This is an optimization exercise on Yosys and OpenROAD, whose aim is a short achievable clock period and few clock cycles, not a production implementation. Power is estimated from default activity; no workload was simulated.

## cpu
module cpu(input         clk, reset,
           input  [15:0] dataout, instruction,
           output        MemRd, MemWr,
           output [15:0] datain, instrAddr, dataAddr);
  reg [15:0] pc;           
  reg [15:0] ras;          
  reg        xv;           
  reg [7:1]  xao, xbo;     
  reg [7:0]  xsa, xsb;     
  reg [2:0]  xd;           
  reg        xwe;          
  reg        xand, xcall, xsub;  
  reg        ximm;         
  reg [15:0] xi;           
  reg        xld, xbyte, xsx, xst, xsv;
  reg [8:0]  xs9;          
  reg [2:0]  xm;           
  reg        xret;
  reg [15:0] xalt;         
  reg        xla, xlb;     
  reg [15:0] mres, mdata;
  reg [7:1]  mwe;          
  reg        mld, mbyte, msx, mwr;
  reg [15:0] r1, r2, r3, r4, r5, r6, r7;
  wire [15:0] av = ({16{xsa[0]}} & mres) | ({16{xsa[1]}} & r1) | ({16{xsa[2]}} & r2) |
                   ({16{xsa[3]}} & r3)   | ({16{xsa[4]}} & r4) | ({16{xsa[5]}} & r5) |
                   ({16{xsa[6]}} & r6)   | ({16{xsa[7]}} & r7);
  wire [15:0] bv = ({16{xsb[0]}} & mres) | ({16{xsb[1]}} & r1) | ({16{xsb[2]}} & r2) |
                   ({16{xsb[3]}} & r3)   | ({16{xsb[4]}} & r4) | ({16{xsb[5]}} & r5) |
                   ({16{xsb[6]}} & r6)   | ({16{xsb[7]}} & r7);
  wire        st = xv & (xla | xlb);           
  wire        go = xv & ~st;                   
  wire [15:0] bop = ximm ? xi : xsub ? ~bv : bv;
  wire [15:0] sum = av + bop + {15'd0, xsub};
  wire [15:0] res = xcall ? xalt : xand ? (av & bop) : sum;
  wire        eq = (av == bv);
  ...
export LEC_CHECK = 0
export CAP_MARGIN = 20
export CORE_MARGIN = 2
export CORE_UTILIZATION = 40
export PLACE_DENSITY = 0.6
export SLEW_MARGIN = 20
create_clock -name core_clock -period 13.0 [get_ports {clk}]
run.sh (not shown) runs the stock make flow with config.mk's settings and CLKGATE_MAP_FILE= SYNTH_SCRIPT=/design/flow/synth_recipe.tcl, a recipe that flattens the netlist after the stock synthesis.
Then changed:
==> flow/flow/run.sh (new file) <==
#!/bin/bash
# Own flow: the standard layout, with repair_timing aiming for more setup slack
# than the default (the clock period and constraints are unchanged).
set -euo pipefail
bash standard.sh SETUP_SLACK_MARGIN=9 finish > flow_standard.log 2>&1
==> flow/standard.sh (new file) <==
#!/bin/bash
# synth_recipe.tcl (not shown) runs the flow's synth.tcl, then flattens the netlist and writes it again
# the make line also repeats each setting of config.mk as NAME=value (left out here)
make -C /OpenROAD-flow-scripts/flow DESIGN_CONFIG=/design/flow/config.mk WORK_HOME=/design/flow/orfs CLKGATE_MAP_FILE= SYNTH_SCRIPT=/design/flow/synth_recipe.tcl "${@:-finish}"
removed: flow/run.sh
Result:
- power grows by a few percent
- synthesized area is unchanged
- global-route usage grows by 0.49 points
Function was not checked in any run of this note: the RTL went through the layout flow alone.

---

## pine
Another version of the RTL of cpu (not shown whole).
Size: roughly 2100 cells after synthesis, ~84 I/O pins, roughly 22000 sq um of cells after synthesis.
clock: 13.0 ns
lec_check: 0
cap_margin: 20
core_margin: 2
core_utilization: 40
place_density: 0.6
slew_margin: 20
synth_hierarchical: 1
standard.sh (not shown) runs the stock make flow with config.mk's settings and CLKGATE_MAP_FILE= SYNTH_SCRIPT=/design/flow/synth_recipe.tcl, a recipe that flattens the netlist after the stock synthesis.
==> flow/flow/run.sh <==
#!/bin/bash
# Own flow: the standard layout, with two changes to how it is made (the clock period
# and constraints are unchanged):
#  - the port buffers that buffer_ports inserts are plain buffers (buf_2), not whatever cell
#    it picks by default (a delay cell on this platform);
#  - repair_timing aims for more setup slack than the default.
set -euo pipefail
bash standard.sh SETUP_SLACK_MARGIN=9.2 'BUFFER_PORTS_ARGS=-buffer_cell sky130_fd_sc_hd__buf_2' finish > flow_standard.log 2>&1
Changes in cedar relative to pine:
- PLACE_DENSITY changed from 0.6 to 0.7
- CORE_UTILIZATION changed from 40 to 55
Notes after the runs:
cedar gives more relative slew slack than pine did.
cedar vs pine — summed area of non-filler cells in the final layout dropped slightly
Status: clock insertion delay at the later pin of the skew report parity (cedar, pine)
cedar went all the way through the flow, and no timing, DRC or antenna check failed.
| setup slack | cedar vs pine | better |
No run of this note included a check of the RTL's function; only the layout flow was run.

---

The RTL this note starts from:
==> flow/design.v <==
module pcinc(input  [15:0] pc,
             output [15:0] pc2,
             output [10:0] hip, him);
  assign pc2 = pc + 16'd2;
  assign hip = pc[15:5] + 11'd1;
  assign him = pc[15:5] - 11'd1;
endmodule
module cmux #(parameter WIDTH = 11)
             (input              s,
              input  [WIDTH-1:0] d1, d0,
              output [WIDTH-1:0] y);
  assign y = s ? d1 : d0;
endmodule
module cpu(input         clk, reset,
           input  [15:0] dataout, instruction,
           output        MemRd, MemWr,
           output [15:0] datain, instrAddr, dataAddr);
  reg [15:0] pc;           
  reg [15:0] ras;          
  reg        xv;           
  reg [7:1]  xao, xbo;     
  reg [7:0]  xsa, xsb;     
  reg [2:0]  xd;           
  reg        xwe;          
  reg        xand, xcall, xsub;  
  reg        ximm;         
  reg [15:0] xi;           
  reg        xld, xbyte, xsx, xst, xsv;
  reg [8:0]  xs9;          
  reg [2:0]  xm;           
  reg        xret, xpt;    
  reg [15:0] xpc2, xbt;    
  reg [15:0] xrt;          
  reg        xla, xlb;     
  reg [15:0] mres, mdata;
  reg [7:1]  mwe;          
  reg        mld, mbyte, msx, mwr;
  reg [15:0] r1, r2, r3, r4, r5, r6, r7;
  wire [7:0]  xdo = 8'd1 << xd;
  wire [15:0] av = ({16{xsa[0]}} & mres) | ({16{xsa[1]}} & r1) | ({16{xsa[2]}} & r2) |
                   ({16{xsa[3]}} & r3)   | ({16{xsa[4]}} & r4) | ({16{xsa[5]}} & r5) |
                   ({16{xsa[6]}} & r6)   | ({16{xsa[7]}} & r7);
  wire [15:0] bv = ({16{xsb[0]}} & mres) | ({16{xsb[1]}} & r1) | ({16{xsb[2]}} & r2) |
                   ({16{xsb[3]}} & r3)   | ({16{xsb[4]}} & r4) | ({16{xsb[5]}} & r5) |
                   ({16{xsb[6]}} & r6)   | ({16{xsb[7]}} & r7);
  wire        st = xv & (xla | xlb);           
  wire        go = xv & ~st;                   
  wire [15:0] bop = ximm ? xi : xsub ? ~bv : bv;
  wire [15:0] sum = av + bop + {15'd0, xsub};
  wire [15:0] res = xcall ? xpc2 : xand ? (av & bop) : sum;
  wire        eq = (av == bv);
  wire        lt = (av[15] ^ bv[15]) ? av[15] : (av[14:0] < bv[14:0]);   
  wire        mbr = eq ? xm[2] : lt ? xm[1] : xm[0];
  wire        mis = go & (mbr | (xret & (av != xrt)));
  wire [15:0] redir = xret ? av : xpt ? xpc2 : xbt;
  wire [15:0] i  = instruction;
  wire [3:0]  op = i[15:12];
  wire [15:0] pc2;
  wire [10:0] hip, him;
  pcinc pci(pc, pc2, hip, him);
  wire [5:0]  lo = {1'b0, pc[4:0]} + {1'b0, i[4:0]};
  wire        c5 = lo[5];    
  wire [15:0] jt = {pc2[15:13], i[11:0], 1'b0};
  wire fbr  = (op[3:2] == 2'b10);
  wire fj   = (op[3:1] == 3'b110);
  wire fret = (op == 4'd14);
  wire fpt  = i[4] | op[0] | (~op[1] & i[11]);    
  wire sj   = fj;
  wire sr   = fret;
  wire sb   = fbr & fpt;
  wire ss   = ~(sj | sr | sb);
  wire [10:0] bt1 = i[4] ? pc[15:5] : hip;
  wire [10:0] bt0 = i[4] ? him : pc[15:5];
  wire [10:0] bth;
  cmux #(11) btm(c5, bt1, bt0, bth);
  wire [15:0] bt = {bth, lo[4:0]};
  wire [15:0] keep = mis ? redir : pc;
  wire        usek = mis | st;
  wire [15:0] nb  = ({16{sj}} & jt) | ({16{sr}} & ras) | ({16{ss}} & pc2);
  wire [15:0] n1  = usek ? keep : nb | {{11{sb}} & bt1, {5{sb}} & lo[4:0]};
  wire [15:0] n0  = usek ? keep : nb | {{11{sb}} & bt0, {5{sb}} & lo[4:0]};
  wire [15:0] pcd;
  cmux #(11) pcm(c5, n1[15:5], n0[15:5], pcd[15:5]);
  assign pcd[4:0] = n0[4:0];
  reg [2:0] ftk;
  always @(*)
    case (op[1:0])
      2'd0: ftk = 3'b110;    
      2'd1: ftk = 3'b101;    
      2'd2: ftk = 3'b100;    
      default: ftk = 3'b011;  
    endcase
  wire fR    = ~op[3] & ~op[2] & ~(op[1] & op[0]);           
  wire fA75  = (~op[3] & (op[2] | (op[1] & op[0]))) | (fbr & ~i[11]);
  wire fA7   = fret;
  wire fA119 = (op == 4'd15);
  wire fB108 = (op == 4'd7) | fbr;
  wire [7:0] d86  = 8'd1 << i[8:6];
  wire [7:0] d75  = 8'd1 << i[7:5];
  wire [7:0] d119 = 8'd1 << i[11:9];
  wire [7:0] d53  = 8'd1 << i[5:3];
  wire [7:0] d108 = 8'd1 << i[10:8];
  wire [7:0] fao = ({8{fR}} & d86) | ({8{fA75}} & d75) | ({8{fA119}} & d119) | ({8{fA7}} & 8'h80);
  wire [7:0] fbo = ({8{fR}} & d53) | ({8{fB108}} & d108);
  wire [7:1] xwd = {7{xv & xwe}} & xdo[7:1];
  wire       ffa = |(fao[7:1] & xwd);
  wire       ffb = |(fbo[7:1] & xwd);
  wire [2:0] fd  = fR ? i[11:9] : (op == 4'd13) ? 3'd7 : i[10:8];
  wire       fwe = (fR | (~op[3] & (op[2] ^ (op[1] & op[0]))) | (op == 4'd13)) & (fd != 3'd0);
  wire       fimm = ~fR;
  wire       fld  = (op == 4'd5) | (op == 4'd6);
  wire       fst  = (op == 4'd7) | (op == 4'd15);
  wire       fsv  = (op == 4'd15);
  wire       fand = (op == 4'd0) | (op == 4'd4);
  wire       fsub = (op == 4'd2);
  wire [15:0] fi  = (op == 4'd15) ? 16'd0 : {{11{i[4] & (op != 4'd4)}}, i[4:0]};
  always @(posedge clk or posedge reset)
    if (reset) begin
      pc <= 16'd0;
      xv <= 1'b0;
    end else begin
      pc <= pcd;
      xv <= ~mis;       
    end
  always @(posedge clk)
    if (!st && op == 4'd13) ras <= pc2;
  always @(posedge clk)
    if (st) begin
      xsa <= {xao, 1'b0}; xsb <= {xbo, 1'b0}; xla <= 1'b0; xlb <= 1'b0;
    end else begin
      xao <= fao[7:1]; xbo <= fbo[7:1];
      xsa <= {fao[7:1] & ~xwd, ffa};
      xsb <= {fbo[7:1] & ~xwd, ffb};
      xla <= ffa & xld; xlb <= ffb & xld;
      xd <= fd; xwe <= fwe; xand <= fand; xsub <= fsub; xcall <= (op == 4'd13);
      ximm <= fimm; xi <= fi;
      xld <= fld; xbyte <= (op == 4'd6); xsx <= i[11]; xst <= fst; xsv <= fsv;
      xs9 <= i[8:0];
      xm <= fbr ? (ftk ^ {3{fpt}}) : 3'b000;
      xret <= fret; xpt <= fpt;
      xpc2 <= pc2; xbt <= bt; xrt <= ras;
    end
  always @(posedge clk or posedge reset)
    if (reset) begin
      mwe <= 7'd0; mld <= 1'b0; mwr <= 1'b0;
    end else begin
      mwe <= (go & xwe) ? xdo[7:1] : 7'd0; mld <= go & xld; mwr <= go & xst;
    end
  always @(posedge clk) begin
    mres  <= res;
    mdata <= xsv ? {{7{xs9[8]}}, xs9} : bv;
    mbyte <= xbyte;
    msx   <= xsx;
  end
  wire [15:0] ldv = mbyte ? {{8{msx & dataout[7]}}, dataout[7:0]} : dataout;
  wire [15:0] wv  = mld ? ldv : mres;
  always @(posedge clk) begin
    if (mwe[1]) r1 <= wv;
    if (mwe[2]) r2 <= wv;
    if (mwe[3]) r3 <= wv;
    if (mwe[4]) r4 <= wv;
    if (mwe[5]) r5 <= wv;
    if (mwe[6]) r6 <= wv;
    if (mwe[7]) r7 <= wv;
  end
  assign instrAddr = pc;
  assign dataAddr  = mres;
  assign datain    = mdata;
  assign MemRd     = mld;
  assign MemWr     = mwr;
endmodule
==> flow/config.mk <==
export PLATFORM = sky130hd
export DESIGN_NAME = cpu
export DESIGN_NICKNAME = cpu
export VERILOG_FILES = /design/flow/design.v
export SDC_FILE = /design/flow/constraint.sdc
export NUM_CORES = 4
export LEC_CHECK = 0
export CAP_MARGIN = 20
export CORE_MARGIN = 2
export CORE_UTILIZATION = 40
export PLACE_DENSITY = 0.6
export SLEW_MARGIN = 20
export SYNTH_HIERARCHICAL = 1
==> flow/constraint.sdc <==
create_clock -name core_clock -period 13.0 [get_ports {clk}]
set_input_delay 2.6000 -clock core_clock [delete_from_list [all_inputs] [get_ports {clk}]]
set_output_delay 2.6000 -clock core_clock [all_outputs]
set_load 0.01 [all_outputs]
==> flow/flow/run.sh <==
#!/bin/bash
# Own flow: the standard layout, with two changes to how it is made (the clock period
# and constraints are unchanged):
#  - the port buffers that buffer_ports inserts are plain buffers (buf_2), not whatever cell
#    it picks by default (a delay cell on this platform);
#  - repair_timing aims for more setup slack than the default.
set -euo pipefail
bash standard.sh SETUP_SLACK_MARGIN=9.2 MATCH_CELL_FOOTPRINT=0 'BUFFER_PORTS_ARGS=-buffer_cell sky130_fd_sc_hd__buf_2' finish > flow_standard.log 2>&1
The first run completed without violations.
Rerun with:
--- a/flow/flow/run.sh
+++ b/flow/flow/run.sh
@@ -7,2 +7,2 @@
 set -euo pipefail
-bash standard.sh SETUP_SLACK_MARGIN=9.2 MATCH_CELL_FOOTPRINT=0 'BUFFER_PORTS_ARGS=-buffer_cell sky130_fd_sc_hd__buf_2' finish > flow_standard.log 2>&1
+bash standard.sh SETUP_SLACK_MARGIN=9.2 'BUFFER_PORTS_ARGS=-buffer_cell sky130_fd_sc_hd__buf_2' finish > flow_standard.log 2>&1
Via count went down by 0.49%; setup slack gets worse by 3.3 ps; power is lower by 1.1%; routed wire length fell by 1.4%; first-iteration DRC count drops by 1.3%.
Function was not checked in any run of this note: the RTL went through the layout flow alone.

## separate check: timing with driven ports
Ports are ideal in the flow. The routed layouts listed here were re-timed in OpenROAD. Step 1: set_driving_cell puts a clkbuf_16 on clk and a buf_2 on each other input, an assumption about the parent block. Step 2 also shifts input and output timing later by t, the mid clock arrival at the registers, as if the neighbouring blocks saw the same clock. a / b / c = ideal / step 1 / step 2; a / b = the first two.
| run | shift t [ns] | setup WS [ns] | worst hold slack (ns) | worst register clock-pin slew, ns | worst slew at a driven data input, ns |
|---|---|---|---|---|---|
| the first run of note 1 | 0.611 | 7.567 / 7.596 / 6.984 | 0.341 / 0.341 / 0.341 | 0.07 / 0.07 | 0.04 |
| the second run of note 1 | 0.605 | 8.634 / 8.647 / 8.043 | 0.368 / 0.368 / 0.368 | 0.07 / 0.07 | 0.06 |
| pine | 0.617 | 8.817 / 8.722 / 8.105 | 0.339 / 0.339 / 0.339 | 0.07 / 0.07 | 0.27 |
| cedar | 0.615 | 8.850 / 8.732 / 8.116 | 0.336 / 0.336 / 0.336 | 0.07 / 0.07 | 0.23 |
| the first run of note 3 | 0.583 | 8.979 / 8.972 / 8.389 | 0.411 / 0.411 / 0.411 | 0.07 / 0.07 | 0.07 |
| the second run of note 3 | 0.577 | 8.976 / 8.961 / 8.384 | 0.366 / 0.366 / 0.366 | 0.06 / 0.06 | 0.08 |
After both steps setup and hold are still met in every run listed. For cedar, which loses most, drivers alone change the setup slack by -0.118 ns; drivers and shift together by -0.734 ns.
